What follows belongs to an exercise in optimizing a design on an open flow for small area and a short achievable clock period; a production flow would make more cautious choices. In this exercise RTL edits were held to simulation tests only and were not proved equivalent to the original. No activity file was given, so power comes from the tool's default toggle rates.

File: flow/design.v
module add #(
    parameter HALFWORD_WIDTH = 16
) (
    input  signed [HALFWORD_WIDTH-1:0] A,
    input  signed [HALFWORD_WIDTH-1:0] B,
    output signed [HALFWORD_WIDTH-1:0] out
);
  assign out = A + B;
endmodule
module signedm #(
    parameter DATA_SIZE      = 8,
    parameter HALFWORD_WIDTH = 16
) (
    input  signed [     DATA_SIZE-1:0] a,
                                       b,
    output signed [HALFWORD_WIDTH-1:0] data_out
);
  assign data_out = a * b;
endmodule
`timescale 1ns / 1ps
module pe (
    input               clk,
    input               rst,
    input  signed [7:0] weight,
    input  signed [7:0] inmap,
    input               inmap_vld,
    input               weight_vld,
    input  signed [7:0] bias,
    output signed [7:0] outmap,
    output              outmap_vld,
    output signed [15:0] outraw
);
  wire v = inmap_vld & weight_vld;
  reg  [4:0]  n;     
  reg  [15:0] acc;   
  wire z = (n == 5'd0);
  wire [15:0] base = z ? {{5{bias[7]}}, bias, 3'b0} : acc;
  wire [7:0] xg = inmap & {8{v}};
  wire one0 = xg[0] ^ 1'b0;
  wire two0 = (xg[1] & ~xg[0] & ~1'b0) | (~xg[1] & xg[0] & 1'b0);
  wire neg0 = xg[1] & ~(xg[0] & 1'b0);
  wire w0 = ((one0 & weight[0]) | (two0 & 1'b0)) ^ neg0;
  wire w1 = ((one0 & weight[1]) | (two0 & weight[0])) ^ neg0;
  wire w2 = ((one0 & weight[2]) | (two0 & weight[1])) ^ neg0;
  wire w3 = ((one0 & weight[3]) | (two0 & weight[2])) ^ neg0;
  wire w4 = ((one0 & weight[4]) | (two0 & weight[3])) ^ neg0;
  wire w5 = ((one0 & weight[5]) | (two0 & weight[4])) ^ neg0;
  wire w6 = ((one0 & weight[6]) | (two0 & weight[5])) ^ neg0;
  wire w7 = ((one0 & weight[7]) | (two0 & weight[6])) ^ neg0;
  wire w8 = ~(((one0 & weight[7]) | (two0 & weight[7])) ^ neg0);
  wire one1 = xg[2] ^ xg[1];
  wire two1 = (xg[3] & ~xg[2] & ~xg[1]) | (~xg[3] & xg[2] & xg[1]);
  wire neg1 = xg[3] & ~(xg[2] & xg[1]);
  wire w9 = ((one1 & weight[0]) | (two1 & 1'b0)) ^ neg1;
  wire w10 = ((one1 & weight[1]) | (two1 & weight[0])) ^ neg1;
  wire w11 = ((one1 & weight[2]) | (two1 & weight[1])) ^ neg1;
  wire w12 = ((one1 & weight[3]) | (two1 & weight[2])) ^ neg1;
  wire w13 = ((one1 & weight[4]) | (two1 & weight[3])) ^ neg1;
  wire w14 = ((one1 & weight[5]) | (two1 & weight[4])) ^ neg1;
  wire w15 = ((one1 & weight[6]) | (two1 & weight[5])) ^ neg1;
  wire w16 = ((one1 & weight[7]) | (two1 & weight[6])) ^ neg1;
  wire w17 = ~(((one1 & weight[7]) | (two1 & weight[7])) ^ neg1);
  wire one2 = xg[4] ^ xg[3];
  wire two2 = (xg[5] & ~xg[4] & ~xg[3]) | (~xg[5] & xg[4] & xg[3]);
  wire neg2 = xg[5] & ~(xg[4] & xg[3]);
  wire w18 = ((one2 & weight[0]) | (two2 & 1'b0)) ^ neg2;
  wire w19 = ((one2 & weight[1]) | (two2 & weight[0])) ^ neg2;
  wire w20 = ((one2 & weight[2]) | (two2 & weight[1])) ^ neg2;
  wire w21 = ((one2 & weight[3]) | (two2 & weight[2])) ^ neg2;
  wire w22 = ((one2 & weight[4]) | (two2 & weight[3])) ^ neg2;
  wire w23 = ((one2 & weight[5]) | (two2 & weight[4])) ^ neg2;
  wire w24 = ((one2 & weight[6]) | (two2 & weight[5])) ^ neg2;
  wire w25 = ((one2 & weight[7]) | (two2 & weight[6])) ^ neg2;
  wire w26 = ~(((one2 & weight[7]) | (two2 & weight[7])) ^ neg2);
  wire one3 = xg[6] ^ xg[5];
  wire two3 = (xg[7] & ~xg[6] & ~xg[5]) | (~xg[7] & xg[6] & xg[5]);
  wire neg3 = xg[7] & ~(xg[6] & xg[5]);
  wire w27 = ((one3 & weight[0]) | (two3 & 1'b0)) ^ neg3;
  wire w28 = ((one3 & weight[1]) | (two3 & weight[0])) ^ neg3;
  wire w29 = ((one3 & weight[2]) | (two3 & weight[1])) ^ neg3;
  wire w30 = ((one3 & weight[3]) | (two3 & weight[2])) ^ neg3;
  wire w31 = ((one3 & weight[4]) | (two3 & weight[3])) ^ neg3;
  wire w32 = ((one3 & weight[5]) | (two3 & weight[4])) ^ neg3;
  wire w33 = ((one3 & weight[6]) | (two3 & weight[5])) ^ neg3;
  wire w34 = ((one3 & weight[7]) | (two3 & weight[6])) ^ neg3;
  wire w35 = ~(((one3 & weight[7]) | (two3 & weight[7])) ^ neg3);
  wire s0 = base[0] ^ neg0 ^ w0;
  wire c0 = (base[0] & neg0) | (base[0] & w0) | (neg0 & w0);
  wire s1 = base[1] ^ w1 ^ c0;
  wire c1 = (base[1] & w1) | (base[1] & c0) | (w1 & c0);
  wire s2 = base[2] ^ neg1 ^ w2;
  wire c2 = (base[2] & neg1) | (base[2] & w2) | (neg1 & w2);
  wire s3 = w9 ^ s2 ^ c1;
  wire c3 = (w9 & s2) | (w9 & c1) | (s2 & c1);
  wire s4 = base[3] ^ w3 ^ w10;
  wire c4 = (base[3] & w3) | (base[3] & w10) | (w3 & w10);
  wire s5 = c2 ^ s4 ^ c3;
  wire c5 = (c2 & s4) | (c2 & c3) | (s4 & c3);
  wire s6 = base[4] ^ neg2 ^ w4;
  wire c6 = (base[4] & neg2) | (base[4] & w4) | (neg2 & w4);
  wire s7 = w11 ^ w18 ^ c4;
  wire c7 = (w11 & w18) | (w11 & c4) | (w18 & c4);
  wire s8 = s6 ^ s7 ^ c5;
  wire c8 = (s6 & s7) | (s6 & c5) | (s7 & c5);
  wire s9 = base[5] ^ w5 ^ w12;
  wire c9 = (base[5] & w5) | (base[5] & w12) | (w5 & w12);
  wire s10 = w19 ^ c6 ^ s9;
  wire c10 = (w19 & c6) | (w19 & s9) | (c6 & s9);
  wire s11 = c7 ^ s10 ^ c8;
  wire c11 = (c7 & s10) | (c7 & c8) | (s10 & c8);
  wire s12 = base[6] ^ neg3 ^ w6;
  wire c12 = (base[6] & neg3) | (base[6] & w6) | (neg3 & w6);
  wire s13 = w13 ^ w20 ^ w27;
  wire c13 = (w13 & w20) | (w13 & w27) | (w20 & w27);
  wire s14 = c9 ^ s12 ^ s13;
  wire c14 = (c9 & s12) | (c9 & s13) | (s12 & s13);
  wire s15 = c10 ^ s14 ^ c11;
  wire c15 = (c10 & s14) | (c10 & c11) | (s14 & c11);
  wire s16 = base[7] ^ w7 ^ w14;
  wire c16 = (base[7] & w7) | (base[7] & w14) | (w7 & w14);
  wire s17 = w21 ^ w28 ^ c12;
  wire c17 = (w21 & w28) | (w21 & c12) | (w28 & c12);
  wire s18 = c13 ^ s16 ^ c14;
  wire c18 = (c13 & s16) | (c13 & c14) | (s16 & c14);
  wire s19 = s17 ^ s18 ^ c15;
  wire c19 = (s17 & s18) | (s17 & c15) | (s18 & c15);
  wire s20 = 1'b1 ^ base[8] ^ w8;
  wire c20 = (1'b1 & base[8]) | (1'b1 & w8) | (base[8] & w8);
  wire s21 = w15 ^ w22 ^ w29;
  wire c21 = (w15 & w22) | (w15 & w29) | (w22 & w29);
  wire s22 = c16 ^ s20 ^ s21;
  wire c22 = (c16 & s20) | (c16 & s21) | (s20 & s21);
  wire s23 = c17 ^ s22 ^ c18;
  wire c23 = (c17 & s22) | (c17 & c18) | (s22 & c18);
  wire s24 = 1'b1 ^ base[9] ^ w16;
  wire c24 = (1'b1 & base[9]) | (1'b1 & w16) | (base[9] & w16);
  wire s25 = w23 ^ w30 ^ c20;
  wire c25 = (w23 & w30) | (w23 & c20) | (w30 & c20);
  wire s26 = c21 ^ s24 ^ c22;
  wire c26 = (c21 & s24) | (c21 & c22) | (s24 & c22);
  wire s27 = s25 ^ s26 ^ c23;
  wire c27 = (s25 & s26) | (s25 & c23) | (s26 & c23);
  wire s28 = base[10] ^ w17 ^ w24;
  wire c28 = (base[10] & w17) | (base[10] & w24) | (w17 & w24);
  wire s29 = w31 ^ c24 ^ s28;
  wire c29 = (w31 & c24) | (w31 & s28) | (c24 & s28);
  wire s30 = c25 ^ s29 ^ c26;
  wire c30 = (c25 & s29) | (c25 & c26) | (s29 & c26);
  wire s31 = 1'b1 ^ base[11] ^ w25;
  wire c31 = (1'b1 & base[11]) | (1'b1 & w25) | (base[11] & w25);
  wire s32 = w32 ^ c28 ^ s31;
  wire c32 = (w32 & c28) | (w32 & s31) | (c28 & s31);
  wire s33 = c29 ^ s32 ^ c30;
  wire c33 = (c29 & s32) | (c29 & c30) | (s32 & c30);
  wire s34 = base[12] ^ w26 ^ w33;
  wire c34 = (base[12] & w26) | (base[12] & w33) | (w26 & w33);
  wire s35 = c31 ^ s34 ^ c32;
  wire c35 = (c31 & s34) | (c31 & c32) | (s34 & c32);
  wire s36 = 1'b1 ^ base[13] ^ w34;
  wire c36 = (1'b1 & base[13]) | (1'b1 & w34) | (base[13] & w34);
  wire s37 = c34 ^ s36 ^ c35;
  wire c37 = (c34 & s36) | (c34 & c35) | (s36 & c35);
  wire s38 = base[14] ^ w35 ^ c36;
  wire c38 = (base[14] & w35) | (base[14] & c36) | (w35 & c36);
  wire s39 = 1'b1 ^ base[15] ^ c38;
  wire c39 = (1'b1 & base[15]) | (1'b1 & c38) | (base[15] & c38);
  wire [15:0] sx = {s39, s38, s37, s35, s33, s30, s27, s23, s19, s15, s11, s8, s5, s3, s1, s0};
  wire [15:0] sy = {1'b0, c37, 1'b0, c33, 1'b0, c27, 1'b0, c19, 1'b0, 1'b0, 1'b0, 1'b0, 1'b0, 1'b0, 1'b0, 1'b0};
  wire [15:0] t = sx + sy;
  assign outraw = t & {16{v}};
  wire [6:0] r = t[9:3] + t[2];
  assign outmap = {1'b0, r & {7{v & ~t[15]}}};
  assign outmap_vld = (n == 5'd24);
  always @(posedge clk) acc <= t;
  always @(posedge clk or posedge rst) begin
    if (rst) n <= 5'd0;
    else if (v) n <= (n == 5'd24) ? 5'd0 : n + 5'd1;
  end
endmodule
File: flow/run.sh
#!/bin/bash
# synth_recipe.tcl (not shown) runs the flow's synth.tcl, then flattens the netlist and writes it again
# the make line also repeats each setting of config.mk as NAME=value (left out here)
make -C /OpenROAD-flow-scripts/flow DESIGN_CONFIG=/design/flow/config.mk WORK_HOME=/design/flow/orfs CLKGATE_MAP_FILE= SYNTH_SCRIPT=/design/flow/synth_recipe.tcl finish
File: flow/config.mk
export PLATFORM = sky130hd
export DESIGN_NAME = pe
export DESIGN_NICKNAME = pe
export VERILOG_FILES = /design/flow/design.v
export SDC_FILE = /design/flow/constraint.sdc
export NUM_CORES = 4
export LEC_CHECK = 0
export CAP_MARGIN = 20
export CORE_MARGIN = 2
export CORE_UTILIZATION = 40
export SLEW_MARGIN = 20
File: flow/constraint.sdc
create_clock -name core_clock -period 10.5 [get_ports {clk}]
set_input_delay 2.1000 -clock core_clock [delete_from_list [all_inputs] [get_ports {clk}]]
set_output_delay 2.1000 -clock core_clock [all_outputs]
set_load 0.01 [all_outputs]
==> results.json, run 1 <==
{
  "synthToLayoutAreaGrowth_pct": 20.27,
  "leakage_nw": 1.567,
  "relSlewSlack_pct": 66.77,
  "start_util_pct": 41.59,
  "synthSimpleGateAreaFrac_pct": 17.73,
  "grt.total_usage_pct": 17.54,
  "worstMarginPinSlew_ns": 0.4968,
  "critical_path_class": "in2out",
  "synth_compound_area_share_pct": 13.91,
  "fmax_mhz": 99.97,
  "antenna_found_initial": 0,
  "critPathTopFamily": "adder cells",
  "grt.busiest_layer": "met2",
  "ys_ff_latch": 21,
  "crit_path_top_delay_cell": "clkdlybuf4s50_1",
  "grt_pass1_vias": 2449,
  "antenna_left": 0,
  "fin_skew_ns": 0.001891,
  "vias": 2444,
  "cts_tree": "yes",
  "p_int_uw": 622.6,
  "numPortBuffers": 51,
  "drive_gt1_share_pct": 6.122,
  "switching_power_uw": 574.2,
  "crit_chain": "clkdlybuf4s50_1 > nand2_1 > a21oi_2 > a22oi_1 > xnor2_1 > fa_1 > inv_1 > fa_1 > fa_1 > fa_1 > fa_1 > ha_1 > a211oi_1 > a211o_1 > and3_1 > nor4_1 > clkdlybuf4s50_1",
  "grtUsageMet2_pct": 26.54,
  "num-fill-cells": 717,
  "die_area_sq_mm": 0.008338,
  "synth_cells": 355,
  "power.density_mw_per_mm2": 326.4,
  "clkPwrFrac_pct": 4.4,
  "insertedDiodeCount": 0,
  "setup_viol": 0,
  "die_h_um": 91.31,
  "cpPeakStageDelay_ns": 0.71,
  "clk_latency_ns": 0.25,
  "p_sw_share_pct": 47.98,
  "grt_max_degree": 21,
  "hp-class": "reg2reg",
  "yosysMostFrequentCell": "inv_1",
  "synth_top_area_cell": "fa_1",
  "synth_cell_types": 46,
  "required_ns": 8.40,
  "min_period_over_period_pct": 95.26,
  "root_buffer": "clkbuf_8",
  "setup_tns_ns": 0,
  "hpwlAfterDp_mm": 5.787,
  "synth-xor-area-share_pct": 12.06,
  "yosys.area_share.adder_pct": 28.89,
  "crit_top_cell": "fa_1",
  "wl_per_cell_um": 14.11,
  "clock_path_buffers": 2,
  "rows": 31,
  "route.detailed.drc": 0,
  "synth_area_sq_mm": 0.003049,
  "p_comb_share_pct": 83.2,
  "ios": 53,
  "vias_per_cell": 4.978,
  "cts_inserted_buffers": 3,
  "synth_edf_count": 0,
  "r2r_end": "acc[14]",
  "htree_num_levels": 1,
  "drt_iter0_markers": 76,
  "worstHoldStart": "acc[0]",
  "min_to": "acc[0]",
  "crit_path_end_kind": "primary output",
  "hold_viol": 0,
  "grtUsageMet1_pct": 26.39,
  "rr_worst_depth": 21,
  "synth_common_cells": "48 x inv_1, 34 x fa_1, 33 x xnor2_1",
  "yosysSeqAreaShare_pct": 14.61,
  "grt_pass1_wl_mm": 11.79,
  "yosys-top-cells-area": "fa_1 22%, dfxtp_1 11%, xnor2_1 9.5%",
  "seq_power_share_pct": 12.4,
  "critical_path_buf_inv_count": 3,
  "nets": 471,
  "holdPathStages": 2,
  "path_max_fanout": 14,
  "synth_ff_type": "dfxtp_1",
  "r2r-start": "n[0]",
  "synth_top_family_by_area": "adder cells",
  "status": "complete, no violations",
  "min_period_ns": 10.00,
  "power.total_mw": 1.197,
  "synth-async-reset-ratio_pct": 23.81,
  "vdd_drop_max_mv": 0.1619,
  "crit_arrival_ns": 7.90,
  "syn-num-nets": 433,
  "rrSetupSlack_ns": 5.09,
  "maxCapViolCount": 0,
  "synthMuxAreaShare_pct": 2.708,
  "first_pass_iters": 6,
  "core_region_area_sq_mm": 0.007331,
  "wirelength_mm": 6.929,
  "rsz0062_at_grt": "no",
  "grt_remaining_overflow": 0,
  "place_congestion": 0.8658,
  "drv_slew": 0,
  "avgSynthCellArea_sq_um": 8.589,
  "start_kind": "input port",
  "cts.clk_slew.worst_paths_ns": 0.07,
  "die_x_um": 91.31,
  "cts.sink_count": 21,
  "synth_top_area_share_pct": 22.32,
  "met3_usage_pct": 2.241,
  "ys_warn_count": 1
}
## power groups by stage
stage | Clock, mW | Sequential, mW | Combinational, mW
final | 0.0525 | 0.149 | 0.996
after global routing | 0.0579 | 0.154 | 1.13
after CTS | 0.0549 | 0.149 | 0.998
after detailed placement | 0 | 0.150 | 0.990
after global placement | 0 | 0.150 | 0.984
after floorplan | 0 | 0.147 | 0.730
## cell families (layout without fill, tap and decap cells)
| logic type | after synthesis | count (layout) |
|---|---|---|
| DFF | 21 | 21 |
| other | 1 | 1 |
| xor gates and xnor gates | 42 | 42 |
| buffers and inverters | 74 | 111 |
| adders and majority gates | 50 | 50 |
| and+or+nand+nor | 97 | 97 |
| AOI/OAI and AO/OA | 62 | 62 |
| muxes | 8 | 8 |
## state kept, by name, summed over array words and instances (netlist names)
signal / flops
acc: 16
n: 5
## cell type report
class | instances | area (sq um) | share of cell area, %
multi-input combinational | 260 | 2302 | 62.78
timing repair buffer | 59 | 570.5 | 15.56
sequential | 21 | 445.4 | 12.15
inverter | 48 | 180.2 | 4.913
tap | 99 | 123.9 | 3.378
clock buffer | 4 | 45.04 | 1.228
## metrics by stage
stage	hold WS (ns)	utilization [%]	std cells	setup slack (ns)	cell area, sq um
4_1_cts	0.5225	49.99	491	0.3460	3665
3_5_place_dp	0.5118	49.38	487	0.3368	3620
5_1_grt	0.5595	50.03	491	0.1086	3667
2_1_floorplan	0.4745	-	355	1.316	3049
6_report	0.5194	50.03	491	0.4973	3667
3_3_place_gp	0.4973	49.38	487	0.5762	3620
## per-layer routing
metal	part of all wire, %	vias up	wire length (um)
met5	0	-	0
met4	1.3	0	93
met3	4.7	6	326
met2	42	75	2926
met1	52	1124	3582
li1	-	1239	-
## layout by cell type (no fill, tap or decap), types with 2 or more instances in the layout
cell | netlist | routed
nand2_1 | 28 | 28
nor2b_1 | 4 | 4
nand3b_1 | 6 | 6
a22oi_1 | 22 | 22
dfxtp_1 | 16 | 16
and2_1 | 6 | 6
xor2_1 | 9 | 9
and3_1 | 13 | 13
or3b_2 | 3 | 3
dfrtp_1 | 5 | 5
buf_4 | 2 | 8
a31oi_1 | 3 | 3
nand3_1 | 2 | 2
nor3_1 | 6 | 6
nand2b_1 | 3 | 2
clkbuf_8 | 0 | 3
nor4_1 | 5 | 5
nor2_1 | 10 | 10
o21a_1 | 2 | 2
ha_1 | 16 | 16
xnor2_1 | 33 | 33
mux2_2 | 2 | 2
a211o_1 | 4 | 4
mux2i_1 | 6 | 6
nor3b_1 | 4 | 4
fa_1 | 34 | 34
a21oi_1 | 15 | 15
o21ai_0 | 10 | 10
inv_1 | 48 | 48
clkdlybuf4s50_1 | 0 | 51
## how the worst max path moves through the flow
stage / start / end / slack (ns) / cells past startpoint
after floorplan: inmap[1] / outraw[14] / 1.32 / 24
after global placement: inmap_vld / outraw[14] / 0.58 / 23
after detailed placement: weight_vld / outraw[14] / 0.34 / 23
after CTS: weight_vld / outraw[14] / 0.35 / 23
after global routing: inmap_vld / outmap[2] / 0.11 / 17
final: weight_vld / outmap[3] / 0.50 / 17
## tightest hold or removal path, cell delays in order (launching register included)
cell     delay (ns)
dfxtp_1        0.30
nand2_1        0.09
xnor2_1        0.08
## repair_timing
action                     CTS  global route
setup buffers                0             0
hold buffers                 0             0
resized for setup            0             1
setup endpoints to repair    0             1
==> inputs of run 2 (changes only) <==
==> flow/flow/run.sh (new file) <==
#!/bin/bash
# Own layout flow: the standard ORFS layout, with port buffers of a small, fast buffer
# (buf_2) instead of the default the port buffering picks; every port still gets a buffer.
set -euo pipefail
export BUFFER_PORTS_ARGS="-buffer_cell sky130_fd_sc_hd__buf_2"
bash standard.sh > standard_flow.log 2>&1
==> flow/standard.sh (new file) <==
#!/bin/bash
# synth_recipe.tcl (not shown) runs the flow's synth.tcl, then flattens the netlist and writes it again
# the make line also repeats each setting of config.mk as NAME=value (left out here)
make -C /OpenROAD-flow-scripts/flow DESIGN_CONFIG=/design/flow/config.mk WORK_HOME=/design/flow/orfs CLKGATE_MAP_FILE= SYNTH_SCRIPT=/design/flow/synth_recipe.tcl "${@:-finish}"
removed: flow/run.sh
==> results.json, run 2 <==
{
  "power.density_mw_per_mm2": 334.3,
  "top_layer_used": "met4",
  "p_int_uw": 561.1,
  "vias_per_cell": 5.002,
  "antenna_found_initial": 0,
  "nets": 466,
  "required_ns": 8.40,
  "grt.total_usage_pct": 17.22,
  "synth_area_sq_mm": 0.003049,
  "min_period_ns": 9.300,
  "worstMarginPinSlew_ns": 0.6511,
  "holdPathStages": 2,
  "num-fill-cells": 729,
  "synth-async-reset-ratio_pct": 23.81,
  "synth_top_area_cell": "fa_1",
  "fin_area_sq_mm": 0.003373,
  "leakage_nw": 1.589,
  "first_pass_iters": 4,
  "cts_tree": "yes",
  "rows": 31,
  "die_area_sq_mm": 0.008338,
  "crit_start": "inmap[3]",
  "switching_power_uw": 566.5,
  "yosys.area_share.adder_pct": 28.89,
  "setup_tns_ns": 0,
  "endpoint": "outmap[6]",
  "synthSimpleGateAreaFrac_pct": 17.73,
  "yosysMostFrequentCell": "inv_1",
  "clock_path_buffers": 2,
  "start_util_pct": 41.59,
  "synth_top_area_share_pct": 22.32,
  "route.detailed.drc": 0,
  "cts.clk_slew.worst_paths_ns": 0.08,
  "synthMuxAreaShare_pct": 2.708,
  "crit_path_end_kind": "primary output",
  "synth_edf_count": 0,
  "multi_input_area_sq_mm": 0.002300,
  "r2r_end": "acc[14]",
  "setup_viol": 0,
  "post_cts_buffers": 0,
  "synthToLayoutAreaGrowth_pct": 10.63,
  "ys_ff_latch": 21,
  "grt_remaining_overflow": 0,
  "wl_per_cell_um": 14.12,
  "synth-xor-area-share_pct": 12.06,
  "clkPwrFrac_pct": 4.7,
  "cts.sink_count": 21,
  "grt_pass1_wl_mm": 11.57,
  "rsz0062_at_grt": "no",
  "antenna_left": 0,
  "min_period_over_period_pct": 88.57,
  "wl_met1_mm": 3.649,
  "layout_commonest_cell": "buf_2",
  "critical_path_class": "in2out",
  "layout_common_cells": "51 x buf_2, 48 x inv_1, 34 x fa_1",
  "dr_wl_met2_mm": 2.866,
  "regArea_sq_um": 445.4,
  "ys_warn_count": 1,
  "synth_top_family_by_area": "adder cells",
  "p_sw_share_pct": 50.24,
  "cts_inserted_buffers": 3,
  "yosysSeqAreaShare_pct": 14.61,
  "top_register": "acc",
  "status": "complete, no violations",
  "grt_pass1_vias": 2330,
  "rrSetupSlack_ns": 5.16,
  "die_x_um": 91.31,
  "start_kind": "input port",
  "largest_reg_flops": 16,
  "cts-resized-gates": 0,
  "r2r-start": "n[0]",
  "path_max_fanout": 9,
  "drv_slew": 0,
  "synth_cells": 355,
  "p_comb_share_pct": 82.1,
  "synth_ff_type": "dfxtp_1",
  "seq_power_share_pct": 13.2,
  "core_region_area_sq_mm": 0.007331,
  "fin_skew_ns": 0.001614,
  "placedInstanceArea_sq_mm": 0.003327,
  "maxCapViolCount": 0,
  "yosys-top-cells-area": "fa_1 22%, dfxtp_1 11%, xnor2_1 9.5%",
  "hold_viol": 0,
  "fmax_mhz": 107.5,
  "numPortBuffers": 51,
  "clk_latency_ns": 0.26,
  "htree_num_levels": 1,
  "syn-num-nets": 433,
  "vdd_drop_max_mv": 0.1300,
  "drive_gt1_share_pct": 18.09,
  "cts_hold_buf": 0,
  "insertedDiodeCount": 0,
  "synth_compound_area_share_pct": 13.91,
  "rr_worst_depth": 21,
  "synth_cell_types": 46,
  "largest_registers": "acc x16, n x5",
  "die_h_um": 91.31,
  "ios": 53,
  "vias": 2431,
  "avgSynthCellArea_sq_um": 8.589,
  "wirelength_mm": 6.860,
  "relSlewSlack_pct": 56.60,
  "root_buffer": "clkbuf_8",
  "crit_arrival_ns": 7.20,
  "synth_common_cells": "48 x inv_1, 34 x fa_1, 33 x xnor2_1",
  "hpwlAfterDp_mm": 5.752,
  "wl_met3_um": 302,
  "hp-class": "reg2reg",
  "place_congestion": 0.8312,
  "grt_max_degree": 21,
  "drt_iter0_markers": 104
}
[run 2: worst min-delay path by stage]
stage / from / end / slack (ns)
2_1_floorplan: acc[0] / acc[0] / 0.47
3_3_place_gp: acc[0] / acc[0] / 0.50
3_5_place_dp: acc[0] / acc[0] / 0.52
4_1_cts: acc[0] / acc[0] / 0.53
5_1_grt: acc[0] / acc[0] / 0.57
6_report: acc[0] / acc[0] / 0.53
[run 2: power by group through the flow]
stage	Clock, mW	Sequential [mW]	Combinational, mW
final	0.0531	0.149	0.925
after CTS	0.0551	0.149	0.932
after floorplan	0	0.147	0.730
after global routing	0.0585	0.154	1.06
after detailed placement	0	0.151	0.923
after global placement	0	0.150	0.910
[run 2: through the flow]
stage,setup slack (ns),utilization (%),power (mW),hold slack [ns],std cells
detailed placement,1.234,45.38,1.074,0.5216,482
global placement,1.232,45.38,1.059,0.5047,482
CTS,1.220,46.01,1.137,0.5343,486
finish,1.200,46.01,1.128,0.5260,486
global route,0.9156,46.01,1.273,0.5716,486
floorplan,1.316,-,0.8768,0.4745,355
[run 2: worst max-delay path: stages]
cell and delay [ns]:
buf_2 0.12, or3b_2 0.45, a21oi_1 0.54, a22oi_1 0.17, xnor2_1 0.19, fa_1 0.53
inv_1 0.05, fa_1 0.38, fa_1 0.40, fa_1 0.40, fa_1 0.39, ha_1 0.36
a211oi_1 0.09, a211o_1 0.32, and3_1 0.25, nor4_1 0.27, buf_2 0.18
[run 2: final cells by class]
class                   instances  share of cell area [%]
multi-input cells             260                   68.18
flip-flops and latches         21                   13.20
repair buffers                 54                   8.234
inverters                      48                   5.341
well taps                      99                   3.672
clock buffers                   3                   1.224
clock inverters                 1                  0.1484
[run 2: kinds of logic (layout without fill, tap and decap cells)]
logic type / Yosys count / after routing
and+or+nand+nor: 97 / 97
DFF: 21 / 21
xor gates and xnor gates: 42 / 42
AOI/OAI and AO/OA: 62 / 62
muxes: 8 / 8
adders and majority gates: 50 / 50
buffers and inverters: 74 / 106
other: 1 / 1
[run 2: per-layer routing]
layer  up-vias  GRT usage, %
met2        61         25.86
met4         0         3.788
met5         -             0
met3         2         1.328
li1       1227             -
met1      1141         26.90
==> inputs of run 3 (changes only) <==
--- a/flow/config.mk
+++ b/flow/config.mk
@@ -7,2 +7,3 @@
 export LEC_CHECK = 0
+export ABC_AREA = 1
 export CAP_MARGIN = 20
==> results.json, run 3 <==
{
  "drive_gt1_share_pct": 16.16,
  "largest_registers": "acc x16, n x5",
  "yosysMostFrequentCell": "nand2_1",
  "wl_per_cell_um": 13.25,
  "die_h_um": 93.92,
  "insertedDiodeCount": 0,
  "power.density_mw_per_mm2": 376.8,
  "crit_arrival_ns": 7.07,
  "cts_inserted_buffers": 3,
  "crit_path_top_delay_cell": "fa_1",
  "start_kind": "input port",
  "core_region_area_sq_mm": 0.007767,
  "synth_ff_type": "dfxtp_1",
  "numPortBuffers": 51,
  "final_util_pct": 46.55,
  "drv_slew": 0,
  "setup_viol": 0,
  "nets": 574,
  "yosys-top-cells-area": "fa_1 21%, nand2_1 13%, inv_1 10%",
  "cts_hold_buf": 0,
  "fin_skew_ns": 0.002215,
  "ys_warn_count": 1,
  "min_period_ns": 9.167,
  "post_cts_buffers": 0,
  "root_buffer": "clkbuf_8",
  "clock_path_buffers": 2,
  "htree_num_levels": 1,
  "rows": 32,
  "synth_edf_count": 0,
  "place_congestion": 0.8725,
  "synth_area_sq_mm": 0.003234,
  "cpPeakStageDelay_ns": 0.46,
  "critical_path_class": "in2out",
  "synth_top_area_share_pct": 21.04,
  "setup_tns_ns": 0,
  "status": "complete, no violations",
  "grt_pass1_wl_mm": 13.05,
  "worst_slack_ns": 1.333,
  "grt_remaining_overflow": 0,
  "cts.sink_count": 21,
  "regArea_sq_um": 445.4,
  "cts_tree": "yes",
  "grt_max_degree": 28,
  "vdd_drop_max_mv": 0.1582,
  "placedInstanceArea_sq_mm": 0.003570,
  "die_area_sq_mm": 0.008821,
  "clk_latency_ns": 0.26,
  "ys_ff_latch": 21,
  "antenna_found_initial": 0,
  "critPathTopFamily": "adder cells",
  "start_util_pct": 41.64,
  "required_ns": 8.40,
  "path_max_fanout": 27,
  "route.detailed.drc": 0,
  "vias": 2912,
  "synth_cells": 449,
  "ios": 53,
  "num-fill-cells": 819,
  "first_pass_iters": 4,
  "cts.clk_slew.worst_paths_ns": 0.08,
  "grt_pass1_vias": 2625,
  "leakage_nw": 1.996,
  "cts-resized-gates": 0,
  "power.total_mw": 1.362,
  "hpwlAfterDp_mm": 6.527,
  "top_register": "acc",
  "hold_viol": 0,
  "wirelength_mm": 7.912,
  "synthToLayoutAreaGrowth_pct": 11.80,
  "synth_common_cells": "113 x nand2_1, 90 x inv_1, 34 x fa_1",
  "die_x_um": 93.92,
  "largest_reg_flops": 16,
  "final_cells": 597,
  "min_period_over_period_pct": 87.30,
  "layout_common_cells": "113 x nand2_1, 90 x inv_1, 51 x buf_2",
  "synth_cell_types": 38,
  "rsz0062_at_grt": "no",
  "fmax_mhz": 109.1,
  "synth-async-reset-ratio_pct": 23.81,
  "fin_area_sq_mm": 0.003616,
  "yosysSeqAreaShare_pct": 13.77,
  "multi_input_area_sq_mm": 0.002377,
  "avgSynthCellArea_sq_um": 7.203,
  "synth_top_area_cell": "fa_1",
  "maxCapViolCount": 0,
  "holdWs_ns": 0.5531,
  "critical_path_buf_inv_count": 7,
  "grt.total_usage_pct": 18.93,
  "vias_per_cell": 4.878,
  "pre_cts_ws_ns": 1.339,
  "crit_path_end_kind": "primary output",
  "antenna_left": 0,
  "drt_iter0_markers": 108,
  "hp-class": "reg2reg",
  "syn-num-nets": 527,
  "crit_top_cell": "fa_1",
  "layout_commonest_cell": "nand2_1",
  "dp_cells": 593
}
-- run 3: changes by cell type after synthesis, sizes merged, moves of 20 or more --
cell and delta:
nand2 +90, a22oi -22, xnor2 -30, nor2 +30
o211ai +20, inv +48
-- run 3: worst paths after layout --
check | slack, ns | end | start | cells past startpoint
max reg2reg | 5.50 | acc[14] | n[0] | 27
min in group asynchronous | 1.72 | n[3] | rst | 2
max | 1.33 | outraw[14] | inmap_vld | 28
max in group asynchronous | 8.61 | n[0] | rst | 2
min | 0.55 | acc[0] | acc[0] | 3
min reg2reg | 0.55 | acc[0] | acc[0] | 3
-- run 3: cells by family (layout without fill, tap and decap cells) --
kind of cell    count (synthesis)  in the layout  share of synthesized area, %
buf+inv                       106            152                         12.73
other cells                     1              1                        0.1159
fa+ha+maj                      50             50                         27.23
xor+xnor                       22             22                         5.958
flops                          21             21                         13.77
compound gates                 58             58                         11.06
mux                             6              6                         1.857
simple gates                  185            185                         27.27
-- run 3: cell type report --
type                    count  area share, %
inverters                  97          10.07
multi-input cells         322          65.74
well taps                 102          3.529
repair buffers             51          7.059
clock inverters             1         0.1384
flip-flops and latches     21          12.32
clock buffers               3          1.142
-- run 3: worst reg2reg max path, delay by kind of cell, from the launching register on --
| kind | cells | cell delay, ns |
|---|---|---|
| AND/OR/NAND/NOR | 8 | 0.85 |
| buffers and inverters | 8 | 0.60 |
| flip-flops | 1 | 0.40 |
| adder cells (fa/ha/maj) | 10 | 2.87 |
| XOR/XNOR | 1 | 0.19 |
-- run 3: power breakdown --
group	switching, mW	total [mW]	internal (mW)
clock	0.0282	0.0546	0.0265
sequential	0.0190	0.157	0.138
combinational	0.697	1.15	0.454
total	0.744	1.36	0.618
-- run 3: routing by layer --
layer | GRT usage [%] | up-vias | routed length [um]
met5 | 0 | - | 0
li1 | - | 1480 | -
met1 | 29.18 | 1357 | 4094
met3 | 1.766 | 9 | 445
met2 | 28.81 | 66 | 3288
met4 | 3.744 | 0 | 83
==> inputs of run 4 (changes only) <==
--- a/flow/config.mk
+++ b/flow/config.mk
@@ -7,3 +7,2 @@
 export LEC_CHECK = 0
-export ABC_AREA = 1
 export CAP_MARGIN = 20
@@ -11,2 +10,3 @@
 export CORE_UTILIZATION = 40
+export GPL_TIMING_DRIVEN = 0
 export SLEW_MARGIN = 20
==> results.json, run 4 <==
{
  "num-fill-cells": 726,
  "layout_common_cells": "48 x inv_1, 45 x buf_2, 34 x fa_1",
  "ys_ff_latch": 21,
  "first_pass_iters": 5,
  "cts_hold_buf": 0,
  "die_area_sq_mm": 0.008338,
  "rows": 31,
  "die_h_um": 91.31,
  "start_kind": "input port",
  "ios": 53,
  "grt.busiest_layer": "met1",
  "power.total_mw": 1.145,
  "clk_latency_ns": 0.25,
  "critical_path_class": "in2out",
  "path_max_fanout": 10,
  "insertedDiodeCount": 0,
  "synth-async-reset-ratio_pct": 23.81,
  "vdd_drop_max_mv": 0.1252,
  "largest_reg_flops": 16,
  "cts.clk_slew.worst_paths_ns": 0.07,
  "required_ns": 8.40,
  "cts_inserted_buffers": 3,
  "hpwlAfterDp_mm": 5.963,
  "avgSynthCellArea_sq_um": 8.589,
  "grtUsageMet1_pct": 28.46,
  "hp-class": "reg2reg",
  "crit_path_end_kind": "primary output",
  "synth_cells": 355,
  "hold_viol": 0,
  "cts.sink_count": 21,
  "power.density_mw_per_mm2": 334.0,
  "nets": 480,
  "status": "complete, no violations",
  "layout_commonest_cell": "inv_1",
  "clock_path_buffers": 2,
  "min_period_ns": 9.776,
  "leakage_nw": 1.590,
  "antenna_found_initial": 0,
  "syn-num-nets": 433,
  "antenna_left": 0,
  "final_util_pct": 46.77,
  "setup_viol": 0,
  "min_period_over_period_pct": 93.11,
  "core_region_area_sq_mm": 0.007331,
  "rsz0062_at_grt": "no",
  "fmax_mhz": 102.3,
  "drt_iter0_markers": 115,
  "synth_cell_types": 46,
  "vias_per_cell": 5.050,
  "setup_tns_ns": 0,
  "ys_warn_count": 1,
  "relSlewSlack_pct": 56.36,
  "met3_usage_pct": 0.9129,
  "htree_num_levels": 1,
  "fin_skew_ns": 0.001621,
  "yosysMostFrequentCell": "inv_1",
  "yosys-top-cells-area": "fa_1 22%, dfxtp_1 11%, xnor2_1 9.5%",
  "crit_arrival_ns": 7.68,
  "top_register": "acc",
  "vias": 2525,
  "synth_area_sq_mm": 0.003049,
  "root_buffer": "clkbuf_8",
  "grt_pass1_vias": 2482,
  "grt_remaining_overflow": 0,
  "start_util_pct": 41.59,
  "wirelength_mm": 7.229,
  "wl_per_cell_um": 14.46,
  "synthToLayoutAreaGrowth_pct": 12.43,
  "synth_ff_type": "dfxtp_1",
  "drv_slew": 0,
  "cts-resized-gates": 0,
  "cts_tree": "yes",
  "grt.total_usage_pct": 18.13,
  "synth_top_area_share_pct": 22.32,
  "synth_common_cells": "48 x inv_1, 34 x fa_1, 33 x xnor2_1",
  "worstMarginPinSlew_ns": 0.6546,
  "yosysSeqAreaShare_pct": 14.61,
  "place_congestion": 0.8445,
  "drive_gt1_share_pct": 15.96,
  "synth_top_area_cell": "fa_1",
  "synth_edf_count": 0,
  "route.detailed.drc": 0,
  "die_x_um": 91.31,
  "post_cts_buffers": 0,
  "grt_pass1_wl_mm": 12.22,
  "grtUsageMet2_pct": 27.28,
  "numPortBuffers": 42,
  "largest_registers": "acc x16, n x5",
  "maxCapViolCount": 0,
  "grt_max_degree": 12
}
-- run 4: cell count changes in the layout (fill, tap and decap cells not counted), moves of 14 or more --
cell | before | now
a22oi_1 | 0 | 22
xnor2_1 | 3 | 33
inv_1 | 90 | 48
nand2_1 | 113 | 28
o21ai_0 | 24 | 10
o211ai_1 | 20 | 0
nor2_1 | 33 | 10
-- run 4: cells by family (layout without fill, tap and decap cells) --
family                   Yosys count  after routing  share of synthesized area, %
flip-flops                        21             21                         14.61
buffers and inverters             74            120                         9.971
other                              1              1                        0.1230
AO/OA/AOI/OAI                     62             62                         13.91
multiplexers                       8              8                         2.708
AND/OR/NAND/NOR                   97             97                         17.73
XOR/XNOR                          42             42                         12.06
adder cells (fa/ha/maj)           50             50                         28.89
-- run 4: per-stage QoR --
stage                     cells  cell area (sq um)  hold WS (ns)  worst slack (ns)
final                       500               3428        0.5262            0.7237
after global routing        500               3428        0.5535            0.3264
after global placement      496               3383        0.4977            0.8332
after CTS                   500               3428        0.5229            0.7636
after floorplan             355               3049        0.4745             1.316
after detailed placement    496               3383        0.5110            0.7667
-- run 4: cell type report --
| type | instances | area, sq um | share of cell area, % |
|---|---|---|---|
| well taps | 99 | 123.9 | 3.613 |
| flip-flops and latches | 21 | 445.4 | 12.99 |
| inverters | 48 | 180.2 | 5.255 |
| multi-input cells | 260 | 2300 | 67.08 |
| clock buffers | 4 | 45.04 | 1.314 |
| plain buffers | 26 | 123.9 | 3.613 |
| repair buffers | 42 | 210.2 | 6.131 |
-- run 4: layer usage --
metal | wire (um) | share of wire, %
met1 | 3666 | 51
met2 | 2976 | 41
met3 | 506 | 7.0
met4 | 80 | 1.1
met5 | 0 | 0
-- run 4: critical path: stages --
cell,delay (ns)
buf_2,0.19
buf_1,0.37
and3_1,0.30
ha_1,0.15
nand2b_1,0.09
clkbuf_1,0.39
inv_1,0.22
fa_1,0.54
fa_1,0.43
fa_1,0.39
inv_1,0.08
fa_1,0.15
inv_1,0.05
fa_1,0.38
fa_1,0.37
inv_1,0.08
fa_1,0.15
inv_1,0.04
ha_1,0.20
ha_1,0.21
a21o_1,0.18
a31oi_1,0.18
o21ai_0,0.12
a21oi_1,0.15
buf_2,0.16
-- run 4: report_power, final --
part           internal (mW)  total (mW)  switching, mW
combinational          0.416       0.944          0.528
clock                 0.0269      0.0513         0.0244
sequential             0.132       0.150         0.0176
-- run 4: path summary, 6_finish.rpt --
path,startpoint,to,slack [ns],depth (start not counted)
max,inmap[1],outraw[14],0.72,25
min,acc[0],acc[0],0.53,2
max reg2reg,n[0],acc[14],5.31,22
min reg2reg,acc[0],acc[0],0.53,2
max in group asynchronous,rst,n[1],8.60,2
min in group asynchronous,rst,n[3],1.73,2
==> inputs of run 5 (changes only) <==
--- a/flow/config.mk
+++ b/flow/config.mk
@@ -10,3 +10,2 @@
 export CORE_UTILIZATION = 40
-export GPL_TIMING_DRIVEN = 0
-export SLEW_MARGIN = 20
+export SLEW_MARGIN = 60
==> results.json, run 5 <==
{
  "wl_per_cell_um": 14.39,
  "antenna_found_initial": 0,
  "wirelength_mm": 7.007,
  "grt_pass1_vias": 2312,
  "fmax_mhz": 107.7,
  "clock_path_buffers": 2,
  "maxCapViolCount": 0,
  "cts_hold_buf": 0,
  "first_pass_iters": 5,
  "synth_edf_count": 0,
  "top_register": "acc",
  "rr_worst_depth": 21,
  "cts-resized-gates": 0,
  "crit_path_end_kind": "primary output",
  "leakage_nw": 1.593,
  "grt_remaining_overflow": 0,
  "vias_per_cell": 4.963,
  "drv_slew": 0,
  "synth_cells": 355,
  "drive_gt1_share_pct": 19.07,
  "hpwlAfterDp_mm": 5.847,
  "numPortBuffers": 51,
  "synth_top_area_share_pct": 22.32,
  "crit_top_cell": "fa_1",
  "post_cts_buffers": 0,
  "ys_warn_count": 1,
  "fin_skew_ns": 0.001572,
  "grt_max_degree": 21,
  "cts_inserted_buffers": 3,
  "ys_ff_latch": 21,
  "htree_num_levels": 1,
  "critical_path_class": "in2out",
  "synthToLayoutAreaGrowth_pct": 11.20,
  "synth_cell_types": 46,
  "min_period_ns": 9.286,
  "core_region_area_sq_mm": 0.007331,
  "grt_pass1_wl_mm": 11.50,
  "nets": 467,
  "min_period_over_period_pct": 88.44,
  "clk_latency_ns": 0.26,
  "rrSetupSlack_ns": 5.16,
  "cts.clk_slew.worst_paths_ns": 0.08,
  "grt.total_usage_pct": 17.11,
  "crit_arrival_ns": 7.19,
  "status": "complete, no violations",
  "min_to": "acc[0]",
  "synth-async-reset-ratio_pct": 23.81,
  "rows": 31,
  "place_congestion": 0.8312,
  "synth_ff_type": "dfxtp_1",
  "critical_path_buf_inv_count": 4,
  "die_area_sq_mm": 0.008338,
  "required_ns": 8.40,
  "synth_common_cells": "48 x inv_1, 34 x fa_1, 33 x xnor2_1",
  "synth_area_sq_mm": 0.003049,
  "layout_common_cells": "51 x buf_2, 48 x inv_1, 34 x fa_1",
  "avgSynthCellArea_sq_um": 8.589,
  "hold_viol": 0,
  "worstHoldStart": "acc[0]",
  "yosysSeqAreaShare_pct": 14.61,
  "rsz0062_at_grt": "no",
  "vias": 2417,
  "antenna_left": 0,
  "start_kind": "input port",
  "drt_iter0_markers": 114,
  "start_util_pct": 41.59,
  "yosysMostFrequentCell": "inv_1",
  "die_x_um": 91.31,
  "setup_viol": 0,
  "power.total_mw": 1.125,
  "ios": 53,
  "insertedDiodeCount": 0,
  "syn-num-nets": 433,
  "die_h_um": 91.31,
  "largest_registers": "acc x16, n x5",
  "path_max_fanout": 20,
  "yosys-top-cells-area": "fa_1 22%, dfxtp_1 11%, xnor2_1 9.5%",
  "holdPathStages": 2,
  "route.detailed.drc": 0,
  "r2r_end": "acc[14]",
  "cts.sink_count": 21,
  "critPathTopFamily": "adder cells",
  "r2r-start": "n[1]",
  "setup_tns_ns": 0,
  "cpPeakStageDelay_ns": 0.55,
  "hp-class": "reg2reg",
  "power.density_mw_per_mm2": 331.7,
  "cts_tree": "yes",
  "synth_top_area_cell": "fa_1",
  "crit_chain": "buf_2 > nand2_1 > buf_4 > a21oi_2 > a22oi_1 > xnor2_1 > fa_1 > inv_1 > fa_1 > fa_1 > fa_1 > fa_1 > ha_1 > a211oi_1 > a211o_1 > and3_1 > nor4_1 > buf_2",
  "vdd_drop_max_mv": 0.1315,
  "crit_path_top_delay_cell": "fa_1",
  "largest_reg_flops": 16,
  "root_buffer": "clkbuf_8",
  "layout_commonest_cell": "buf_2"
}
==> run 5: metrics by stage <==
| step | hold slack [ns] | cells | setup slack (ns) | utilization (%) | cell area [sq um] |
|---|---|---|---|---|---|
| global route | 0.5656 | 487 | 0.9131 | 46.25 | 3391 |
| CTS | 0.5321 | 487 | 1.247 | 46.20 | 3387 |
| detailed placement | 0.5178 | 483 | 1.265 | 45.57 | 3341 |
| global placement | 0.5047 | 482 | 1.232 | 45.38 | 3327 |
| finish | 0.5242 | 487 | 1.214 | 46.25 | 3391 |
| floorplan | 0.4745 | 355 | 1.316 | - | 3049 |
==> run 5: worst max-delay path by stage <==
stage / cells after the start / start / endpoint
after detailed placement: 18 / inmap_vld / outmap[4]
after CTS: 18 / inmap_vld / outmap[4]
after global routing: 23 / inmap[1] / outraw[14]
after floorplan: 24 / inmap[1] / outraw[14]
after global placement: 17 / inmap[3] / outmap[4]
final: 18 / inmap_vld / outmap[5]
==> run 5: cells by family (layout without fill, tap and decap cells) <==
kind of cell	count (synthesis)	count (layout)	synth area share, %
simple gates	97	97	17.73
buf+inv	74	107	9.971
compound gates	62	62	13.91
fa+ha+maj	50	50	28.89
xor+xnor	42	42	12.06
flops	21	21	14.61
mux	8	8	2.708
other cells	1	1	0.1230
==> run 5: where the power goes <==
group | internal (mW) | total (mW) | leakage, nW | switching, mW
Sequential | 0.132 | 0.149 | 0.192 | 0.0168
Clock | 0.0264 | 0.0533 | 0.0255 | 0.0269
Combinational | 0.402 | 0.923 | 1.38 | 0.520
==> run 5: worst register-to-register path, stage by stage (launching register included) <==
cell     delay [ns]
dfrtp_1        0.40
inv_1          0.08
ha_1           0.19
or4b_1         0.70
and2_2         0.32
fa_1           0.48
fa_1           0.42
fa_1           0.37
inv_1          0.08
fa_1           0.16
inv_1          0.05
fa_1           0.37
fa_1           0.37
inv_1          0.08
fa_1           0.15
inv_1          0.04
ha_1           0.20
ha_1           0.21
a21o_1         0.17
a31oi_1        0.19
or3_1          0.15
nand2_1        0.05
==> run 5: per-layer routing <==
metal	wire, um	track usage, %	vias up
li1	-	-	1230
met1	3793	26.65	1121
met2	2879	25.93	64
met3	293	1.079	2
met4	42	3.788	0
met5	0	0	-
==> run 5: cell type report <==
cell class | instances | area (sq um)
inverter | 48 | 180.2
fill | 762 | 3940
clock buffer | 3 | 41.29
clock inverter | 1 | 5.005
timing repair buffer | 55 | 285.3
sequential | 21 | 445.4
tap | 99 | 123.9
multi-input combinational | 260 | 2310
==> inputs of run 6 (changes only) <==
--- a/flow/config.mk
+++ b/flow/config.mk
@@ -7,5 +7,5 @@
 export LEC_CHECK = 0
-export CAP_MARGIN = 20
+export CAP_MARGIN = 50
 export CORE_MARGIN = 2
 export CORE_UTILIZATION = 40
-export SLEW_MARGIN = 60
+export SLEW_MARGIN = 75
==> results.json, run 6 <==
{
  "critical_path_class": "in2out",
  "core_region_area_sq_mm": 0.007331,
  "p_comb_share_pct": 82.0,
  "min_period_ns": 9.169,
  "num-fill-cells": 702,
  "seq_power_share_pct": 13.2,
  "r2r-start": "n[1]",
  "status": "complete, no violations",
  "synth_cell_types": 46,
  "top_register": "acc",
  "setup_tns_ns": 0,
  "layout_common_cells": "53 x buf_2, 48 x inv_1, 34 x fa_1",
  "crit_arrival_ns": 7.07,
  "cts_tree": "yes",
  "met3_usage_pct": 1.328,
  "holdPathStages": 2,
  "synth_common_cells": "48 x inv_1, 34 x fa_1, 33 x xnor2_1",
  "r2r_end": "acc[14]",
  "leakage_nw": 1.596,
  "ys_ff_latch": 21,
  "synth_area_sq_mm": 0.003049,
  "clk_latency_ns": 0.26,
  "crit_start": "inmap[1]",
  "p_sw_share_pct": 50.17,
  "min_to": "acc[0]",
  "layout_commonest_cell": "buf_2",
  "drv_slew": 0,
  "clock_path_buffers": 2,
  "fmax_mhz": 109.1,
  "min_period_over_period_pct": 87.32,
  "cts.sink_count": 21,
  "grt_max_degree": 21,
  "drt_iter0_markers": 95,
  "crit_top_cell": "fa_1",
  "crit_path_top_delay_cell": "or3b_2",
  "crit_path_end_kind": "primary output",
  "largest_reg_flops": 16,
  "p_int_uw": 560.5,
  "cts-resized-gates": 0,
  "synth_ff_type": "dfxtp_1",
  "insertedDiodeCount": 0,
  "cts.clk_slew.worst_paths_ns": 0.08,
  "ys_warn_count": 1,
  "fin_skew_ns": 0.004337,
  "die_area_sq_mm": 0.008338,
  "drive_gt1_share_pct": 20.05,
  "root_buffer": "clkbuf_8",
  "grt.busiest_layer": "met1",
  "grt_pass1_vias": 2399,
  "cpPeakStageDelay_ns": 0.54,
  "nets": 468,
  "grtUsageMet2_pct": 26.60,
  "grtUsageMet1_pct": 26.91,
  "synth_top_area_share_pct": 22.32,
  "ios": 53,
  "largest_registers": "acc x16, n x5",
  "maxCapViolCount": 0,
  "synth-async-reset-ratio_pct": 23.81,
  "vias_per_cell": 5.002,
  "first_pass_iters": 4,
  "start_util_pct": 41.59,
  "vdd_drop_max_mv": 0.1336,
  "die_x_um": 91.31,
  "synthToLayoutAreaGrowth_pct": 12.19,
  "vias": 2441,
  "grt_pass1_wl_mm": 11.75,
  "power.density_mw_per_mm2": 328.8,
  "grt_remaining_overflow": 0,
  "place_congestion": 0.8312,
  "hpwlAfterDp_mm": 5.868,
  "rr_worst_depth": 21,
  "worstHoldStart": "acc[0]",
  "hold_viol": 0,
  "synth_top_area_cell": "fa_1",
  "antenna_left": 0,
  "cts_hold_buf": 0,
  "switching_power_uw": 564.4,
  "route.detailed.drc": 0,
  "antenna_found_initial": 0,
  "holdWs_ns": 0.5230,
  "setup_viol": 0,
  "required_ns": 8.40,
  "yosysSeqAreaShare_pct": 14.61,
  "rows": 31,
  "path_max_fanout": 17,
  "hp-class": "reg2reg",
  "avgSynthCellArea_sq_um": 8.589,
  "wirelength_mm": 7.028,
  "start_kind": "input port",
  "die_h_um": 91.31,
  "yosysMostFrequentCell": "inv_1",
  "synth_cells": 355,
  "wl_per_cell_um": 14.40,
  "syn-num-nets": 433,
  "crit_chain": "buf_2 > or3b_2 > a21oi_4 > a22oi_1 > xnor2_1 > fa_1 > inv_1 > fa_1 > fa_1 > fa_1 > fa_1 > ha_1 > a211oi_1 > a211o_1 > and3_1 > nor4_1 > buf_2",
  "rsz0062_at_grt": "no",
  "post_cts_buffers": 0,
  "synth_edf_count": 0,
  "grt.total_usage_pct": 17.50,
  "numPortBuffers": 51,
  "clkPwrFrac_pct": 4.8,
  "htree_num_levels": 1,
  "yosys-top-cells-area": "fa_1 22%, dfxtp_1 11%, xnor2_1 9.5%",
  "rrSetupSlack_ns": 5.07,
  "cts_inserted_buffers": 3
}
[run 6: cell counts after synthesis]
No cell type changed its count.
[run 6: critical path: cells and delay by family]
kind,cells,cell delay [ns]
fa+ha+maj,6,2.48
simple gates,3,1.05
compound gates,4,0.81
buf+inv,3,0.45
xor+xnor,1,0.17
[run 6: power groups by stage]
stage               clock, mW  combinational [mW]  sequential (mW)
global route           0.0584                1.06            0.154
floorplan                   0               0.730            0.147
detailed placement          0               0.923            0.151
global placement            0               0.910            0.150
CTS                    0.0556               0.931            0.149
finish                 0.0539               0.922            0.149
[run 6: layout make-up]
| cell class | instances | area (sq um) | area share (%) |
|---|---|---|---|
| clock inverter | 1 | 5.005 | 0.1463 |
| tap | 99 | 123.9 | 3.621 |
| inverter | 48 | 180.2 | 5.267 |
| timing repair buffer | 56 | 287.8 | 8.413 |
| clock buffer | 3 | 41.29 | 1.207 |
| sequential | 21 | 445.4 | 13.02 |
| multi-input combinational | 260 | 2337 | 68.32 |
[run 6: cells by family (layout without fill, tap and decap cells)]
logic type | Yosys count | after routing | synth area share (%)
flops | 21 | 21 | 14.61
simple gates | 97 | 97 | 17.73
xor+xnor | 42 | 42 | 12.06
other cells | 1 | 1 | 0.1230
mux | 8 | 8 | 2.708
fa+ha+maj | 50 | 50 | 28.89
buf+inv | 74 | 108 | 9.971
compound gates | 62 | 62 | 13.91
[run 6: routing by layer]
layer	vias up	part of all wire (%)
met3	5	4.6
met2	75	42
li1	1233	-
met1	1128	53
met5	-	0
met4	0	0.97
[run 6: worst max path at each step]
stage | endpoint | slack, ns | cells past startpoint
global placement | outmap[4] | 1.23 | 17
finish | outmap[4] | 1.33 | 17
CTS | outmap[4] | 1.28 | 17
global route | outmap[4] | 1.09 | 17
floorplan | outraw[14] | 1.32 | 24
detailed placement | outmap[4] | 1.31 | 17
[run 6: through the flow]
step	worst slack, ns	util [%]	instances	instance area, sq um	total power, mW
2_1_floorplan	1.316	-	355	3049	0.8768
3_3_place_gp	1.232	45.38	482	3327	1.059
3_5_place_dp	1.312	45.83	484	3359	1.073
4_1_cts	1.283	46.46	488	3406	1.135
5_1_grt	1.086	46.66	488	3421	1.276
6_report	1.331	46.66	488	3421	1.125
==> inputs of run 7 (changes only) <==
--- a/flow/config.mk
+++ b/flow/config.mk
@@ -7,5 +7,5 @@
 export LEC_CHECK = 0
-export CAP_MARGIN = 50
+export CAP_MARGIN = 20
 export CORE_MARGIN = 2
-export CORE_UTILIZATION = 40
-export SLEW_MARGIN = 75
+export CORE_UTILIZATION = 60
+export SLEW_MARGIN = 20
==> results.json, run 7 <==
{
  "status": "complete, no violations",
  "hpwlAfterDp_mm": 5.424,
  "synth_ff_type": "dfxtp_1",
  "p_sw_share_pct": 50.60,
  "cts.clk_slew.worst_paths_ns": 0.07,
  "layout_common_cells": "51 x buf_2, 48 x inv_1, 34 x fa_1",
  "synth_cells": 355,
  "antenna_found_initial": 0,
  "setup_viol": 0,
  "final_cells": 453,
  "avgSynthCellArea_sq_um": 8.589,
  "yosysSeqAreaShare_pct": 14.61,
  "crit_arrival_ns": 7.42,
  "rows": 25,
  "critical_path_class": "in2out",
  "post_cts_buffers": 0,
  "layout_commonest_cell": "buf_2",
  "grt_pass1_vias": 2318,
  "wl_per_cell_um": 14.55,
  "numPortBuffers": 51,
  "insertedDiodeCount": 0,
  "fin_skew_ns": 0.005204,
  "htree_num_levels": 1,
  "synth_area_sq_mm": 0.003049,
  "top_register": "acc",
  "required_ns": 8.40,
  "drv_slew": 0,
  "grt_remaining_overflow": 0,
  "cts_tree": "yes",
  "vdd_drop_max_mv": 0.1480,
  "first_pass_iters": 5,
  "cts_inserted_buffers": 3,
  "synth_top_area_share_pct": 22.32,
  "grt.busiest_layer": "met2",
  "min_period_over_period_pct": 90.64,
  "start_kind": "input port",
  "num-fill-cells": 416,
  "min_period_ns": 9.517,
  "largest_reg_flops": 16,
  "cts_hold_buf": 0,
  "hold_viol": 0,
  "start_util_pct": 63.30,
  "ys_ff_latch": 21,
  "switching_power_uw": 576.5,
  "hp-class": "reg2reg",
  "syn-num-nets": 433,
  "p_comb_share_pct": 82.3,
  "p_int_uw": 562.8,
  "die_h_um": 75.29,
  "root_buffer": "clkbuf_8",
  "rrSetupSlack_ns": 5.13,
  "relSlewSlack_pct": 54.87,
  "synth-async-reset-ratio_pct": 23.81,
  "leakage_nw": 1.581,
  "dp_cells": 449,
  "core_region_area_sq_mm": 0.004817,
  "ios": 53,
  "met3_usage_pct": 1.205,
  "power.total_mw": 1.139,
  "cts.sink_count": 21,
  "die_x_um": 75.29,
  "yosysMostFrequentCell": "inv_1",
  "maxCapViolCount": 0,
  "crit_path_end_kind": "primary output",
  "synth_edf_count": 0,
  "clkPwrFrac_pct": 4.6,
  "cts-resized-gates": 0,
  "fmax_mhz": 105.1,
  "wirelength_mm": 6.589,
  "nets": 465,
  "yosys-top-cells-area": "fa_1 22%, dfxtp_1 11%, xnor2_1 9.5%",
  "route.detailed.drc": 0,
  "drt_iter0_markers": 117,
  "grtUsageMet2_pct": 39.42,
  "synth_common_cells": "48 x inv_1, 34 x fa_1, 33 x xnor2_1",
  "place_congestion": 0.8698,
  "grt_pass1_wl_mm": 10.80,
  "vias": 2442,
  "ys_warn_count": 1,
  "power.density_mw_per_mm2": 342.7,
  "path_max_fanout": 14,
  "clk_latency_ns": 0.26,
  "setup_tns_ns": 0,
  "grtUsageMet1_pct": 37.78,
  "seq_power_share_pct": 13.0,
  "largest_registers": "acc x16, n x5",
  "synth_cell_types": 46,
  "rsz0062_at_grt": "no",
  "drive_gt1_share_pct": 17.62,
  "grt_max_degree": 23,
  "worstMarginPinSlew_ns": 0.6770,
  "grt.total_usage_pct": 24.91,
  "vias_per_cell": 5.391,
  "antenna_left": 0,
  "die_area_sq_mm": 0.005668,
  "synthToLayoutAreaGrowth_pct": 9.028,
  "clock_path_buffers": 2,
  "synth_top_area_cell": "fa_1"
}
run 7: power groups by stage:
stage | sequential, mW | clock [mW] | combinational, mW
floorplan | 0.147 | 0 | 0.730
CTS | 0.148 | 0.0538 | 0.935
global placement | 0.149 | 0 | 0.918
global route | 0.152 | 0.0574 | 1.07
finish | 0.148 | 0.0530 | 0.938
detailed placement | 0.150 | 0 | 0.929
run 7: logic make-up after synthesis:
group                    Yosys count  synth area share, %
AND/OR/NAND/NOR                   97                17.73
buffers and inverters             74                9.971
AO/OA/AOI/OAI                     62                13.91
adder cells (fa/ha/maj)           50                28.89
XOR/XNOR                          42                12.06
flip-flops                        21                14.61
multiplexers                       8                2.708
other                              1               0.1230
run 7: cell type report:
class | count | area, sq um | area share [%]
Sequential cell | 21 | 445.4 | 13.40
Timing Repair Buffer | 53 | 270.3 | 8.129
Clock buffer | 4 | 45.04 | 1.355
Inverter | 48 | 180.2 | 5.420
Multi-Input combinational cell | 260 | 2300 | 69.18
Tap cell | 67 | 83.83 | 2.522
run 7: final timing paths:
check,startpoint,endpoint,depth (start not counted)
worst max-delay path,inmap_vld,outmap[5],16
worst min-delay path,acc[0],acc[0],2
worst max register to register,n[0],acc[14],21
worst min register to register,acc[0],acc[0],2
max in group asynchronous,rst,n[1],2
min in group asynchronous,rst,n[3],2
run 7: stage by stage:
stage                     cell area (sq um)  utilization (%)  hold slack (ns)  worst slack [ns]
after global routing                   3324            69.01           0.5750            0.7101
after global placement                 3279            68.08           0.4941             1.060
after detailed placement               3279            68.08           0.4973             1.064
final                                  3324            69.01           0.5036            0.9832
after floorplan                        3049                -           0.4745             1.316
after CTS                              3324            69.01           0.5086             1.038
run 7: routing by layer:
layer	part of all wire, %	routed length, um	vias up
met5	0	0	-
met4	1.1	75	0
met3	4.7	308	8
met2	44	2876	83
met1	51	3329	1124
li1	-	-	1227
run 7: critical path, stage by stage:
cell and delay (ns):
buf_2 0.22, and2_1 0.56, nand3b_1 0.59, xnor2_1 0.33
fa_1 0.50, inv_1 0.05, fa_1 0.38, fa_1 0.40
fa_1 0.39, fa_1 0.39, ha_1 0.39, a211oi_1 0.10
a211o_1 0.32, and3_1 0.25, nor4_1 0.26, buf_2 0.18
==> inputs of run 8 (changes only) <==
--- a/flow/config.mk
+++ b/flow/config.mk
@@ -9,3 +9,5 @@
 export CORE_MARGIN = 2
-export CORE_UTILIZATION = 60
+export CORE_UTILIZATION = 40
+export SETUP_SLACK_MARGIN = 2.0
 export SLEW_MARGIN = 20
+export TNS_END_PERCENT = 0
==> results.json, run 8 <==
{
  "status": "complete, no violations",
  "synth_cell_types": 46,
  "yosysMostFrequentCell": "inv_1",
  "hp-class": "reg2reg",
  "yosys-top-cells-area": "fa_1 22%, dfxtp_1 11%, xnor2_1 9.5%",
  "rsz0062_at_grt": "yes",
  "rrSetupSlack_ns": 5.18,
  "cts_inserted_buffers": 3,
  "drive_gt1_share_pct": 33.50,
  "die_area_sq_mm": 0.008338,
  "place_congestion": 0.8195,
  "start_kind": "input port",
  "antenna_left": 0,
  "holdPathStages": 2,
  "min_period_over_period_pct": 82.05,
  "cts_tree": "yes",
  "synth_top_area_share_pct": 22.32,
  "nets": 479,
  "placedInstanceArea_sq_mm": 0.003486,
  "grt.total_usage_pct": 18.27,
  "clk_latency_ns": 0.26,
  "vdd_drop_max_mv": 0.1552,
  "largest_reg_flops": 16,
  "layout_common_cells": "48 x buf_2, 43 x inv_1, 30 x xnor2_1",
  "synth_area_sq_mm": 0.003049,
  "cts_hold_buf": 0,
  "final_cells": 499,
  "crit_arrival_ns": 6.52,
  "maxCapViolCount": 0,
  "min_to": "acc[0]",
  "min_period_ns": 8.616,
  "root_buffer": "clkbuf_8",
  "top_register": "acc",
  "cts.clk_slew.worst_paths_ns": 0.08,
  "grt_pass1_vias": 2493,
  "largest_registers": "acc x16, n x5",
  "required_ns": 8.40,
  "setup_viol": 0,
  "route.detailed.drc": 0,
  "path_max_fanout": 17,
  "first_pass_iters": 4,
  "wl_per_cell_um": 14.41,
  "ios": 53,
  "wirelength_mm": 7.191,
  "avgSynthCellArea_sq_um": 8.589,
  "vias": 2484,
  "power.density_mw_per_mm2": 361.8,
  "antenna_found_initial": 0,
  "rows": 31,
  "die_x_um": 91.31,
  "hold_viol": 0,
  "synth_cells": 355,
  "rr_worst_depth": 21,
  "start_util_pct": 41.59,
  "insertedDiodeCount": 0,
  "r2r-start": "n[0]",
  "die_h_um": 91.31,
  "synth_edf_count": 0,
  "drt_iter0_markers": 99,
  "grt_pass1_wl_mm": 12.36,
  "critical_path_class": "in2out",
  "layout_commonest_cell": "buf_2",
  "syn-num-nets": 433,
  "cts.sink_count": 21,
  "setup_tns_ns": 0,
  "multi_input_area_sq_mm": 0.002620,
  "crit_path_end_kind": "primary output",
  "vias_per_cell": 4.978,
  "leakage_nw": 1.678,
  "fmax_mhz": 116.1,
  "power.total_mw": 1.387,
  "num-fill-cells": 690,
  "r2r_end": "acc[14]",
  "worstHoldStart": "acc[0]",
  "fin_area_sq_mm": 0.003834,
  "yosysSeqAreaShare_pct": 14.61,
  "regArea_sq_um": 445.4,
  "fin_skew_ns": 0.005645,
  "grt_max_degree": 22,
  "core_region_area_sq_mm": 0.007331,
  "ys_ff_latch": 21,
  "synthToLayoutAreaGrowth_pct": 25.73,
  "htree_num_levels": 1,
  "synth_top_area_cell": "fa_1",
  "synth_common_cells": "48 x inv_1, 34 x fa_1, 33 x xnor2_1",
  "dp_cells": 481,
  "synth-async-reset-ratio_pct": 23.81,
  "synth_ff_type": "dfxtp_1",
  "ys_warn_count": 1,
  "hpwlAfterDp_mm": 5.801,
  "grt_remaining_overflow": 0,
  "drv_slew": 0,
  "clock_path_buffers": 2,
  "numPortBuffers": 51
}
[run 8: cell type report]
| cell class | count | area share, % |
|---|---|---|
| multi-input cells | 261 | 68.34 |
| flip-flops and latches | 21 | 11.62 |
| repair buffers | 66 | 10.84 |
| inverters | 48 | 4.765 |
| well taps | 99 | 3.231 |
| clock buffers | 3 | 1.077 |
| clock inverters | 1 | 0.1305 |
[run 8: cell families after synthesis]
| group | count (synthesis) | share of synthesized area (%) |
|---|---|---|
| xor+xnor | 42 | 12.06 |
| mux | 8 | 2.708 |
| buf+inv | 74 | 9.971 |
| other cells | 1 | 0.1230 |
| simple gates | 97 | 17.73 |
| flops | 21 | 14.61 |
| fa+ha+maj | 50 | 28.89 |
| compound gates | 62 | 13.91 |
[run 8: what timing repair did]
item / CTS / global route
gates resized for setup: 45 / 3
pin swaps: 23 / 4
gates cloned: 1 / 0
setup endpoints to repair: 15 / 12
buffers inserted: 12 / 1
[run 8: layer usage]
| layer | global-route usage, % | up-vias | part of all wire (%) |
|---|---|---|---|
| li1 | - | 1261 | - |
| met1 | 27.32 | 1157 | 49 |
| met2 | 28.58 | 62 | 45 |
| met3 | 1.245 | 4 | 4.9 |
| met4 | 4.924 | 0 | 1.3 |
| met5 | 0 | - | 0 |
[run 8: worst max path at each step]
stage | from | end | cells past startpoint
CTS | inmap[1] | outmap[2] | 18
floorplan | inmap[1] | outraw[15] | 18
finish | inmap[1] | outmap[5] | 19
detailed placement | inmap_vld | outraw[15] | 16
global route | inmap[2] | outmap[2] | 19
global placement | inmap_vld | outraw[15] | 16
[run 8: critical path: stages]
cell and delay (ns):
buf_12 0.13, or3b_4 0.38, a21oi_4 0.24, buf_6 0.14
a22oi_2 0.07, xnor2_2 0.16, fa_1 0.54, inv_1 0.05
fa_2 0.34, fa_2 0.35, fa_2 0.34, fa_2 0.37
ha_4 0.26, a211oi_2 0.21, a211o_1 0.23, a21oi_4 0.06
buf_12 0.15, nor4_4 0.22, buf_2 0.16
[run 8: where the power goes]
group          internal [mW]  switching [mW]  leakage [nW]  total [mW]
combinational          0.541           0.643          1.46        1.18
sequential             0.132          0.0169         0.192       0.149
clock                 0.0265          0.0281        0.0255      0.0546
[run 8: metrics by stage]
step                worst slack, ns  hold slack, ns  utilization, %
finish                        1.884          0.5307           52.30
global route                  1.710          0.5516           52.30
CTS                           1.868          0.5249           52.09
detailed placement            1.042          0.5118           47.55
global placement              1.111          0.5007           47.55
floorplan                     2.010          0.4745               -

re-timing with driven ports:
The flow's constraints put no driver on any port. The routed layouts listed below were extracted and timed again, unchanged, in two steps.
Step 1 (the two cells are an assumption about what drives the block):
set clk [get_ports {clk}]
set_driving_cell -lib_cell sky130_fd_sc_hd__clkbuf_16 $clk
set_driving_cell -lib_cell sky130_fd_sc_hd__buf_2 [delete_from_list [all_inputs] $clk]
Step 2 times the ports against the registers' clock, not the clock port: input delays grow and output delays shrink by t, the midpoint of the rising clock arrivals with the driver on.
Three values: no drivers, after step 1, after step 2; two values: the first two.
run	shift t [ns]	slack for setup (ns)	worst setup path after step 2	worst slew at a driven data input, ns
run 1	0.280	0.497 / 0.476 / 0.476	input to output	0.04
run 2	0.284	1.200 / 1.181 / 1.181	input to output	0.03
run 3	0.289	1.333 / 1.311 / 1.311	input to output	0.03
run 4	0.276	0.724 / 0.703 / 0.703	input to output	0.04
run 5	0.284	1.214 / 1.191 / 1.191	input to output	0.03
run 6	0.288	1.331 / 1.313 / 1.313	input to output	0.03
run 7	0.280	0.983 / 0.963 / 0.963	input to output	0.03
run 8	0.286	1.884 / 1.839 / 1.839	input to output	0.06
After both steps setup and hold are still met in every run listed. The setup slack of run 8, which loses most, moves by -0.045 ns with the drivers and by -0.045 ns with both steps.
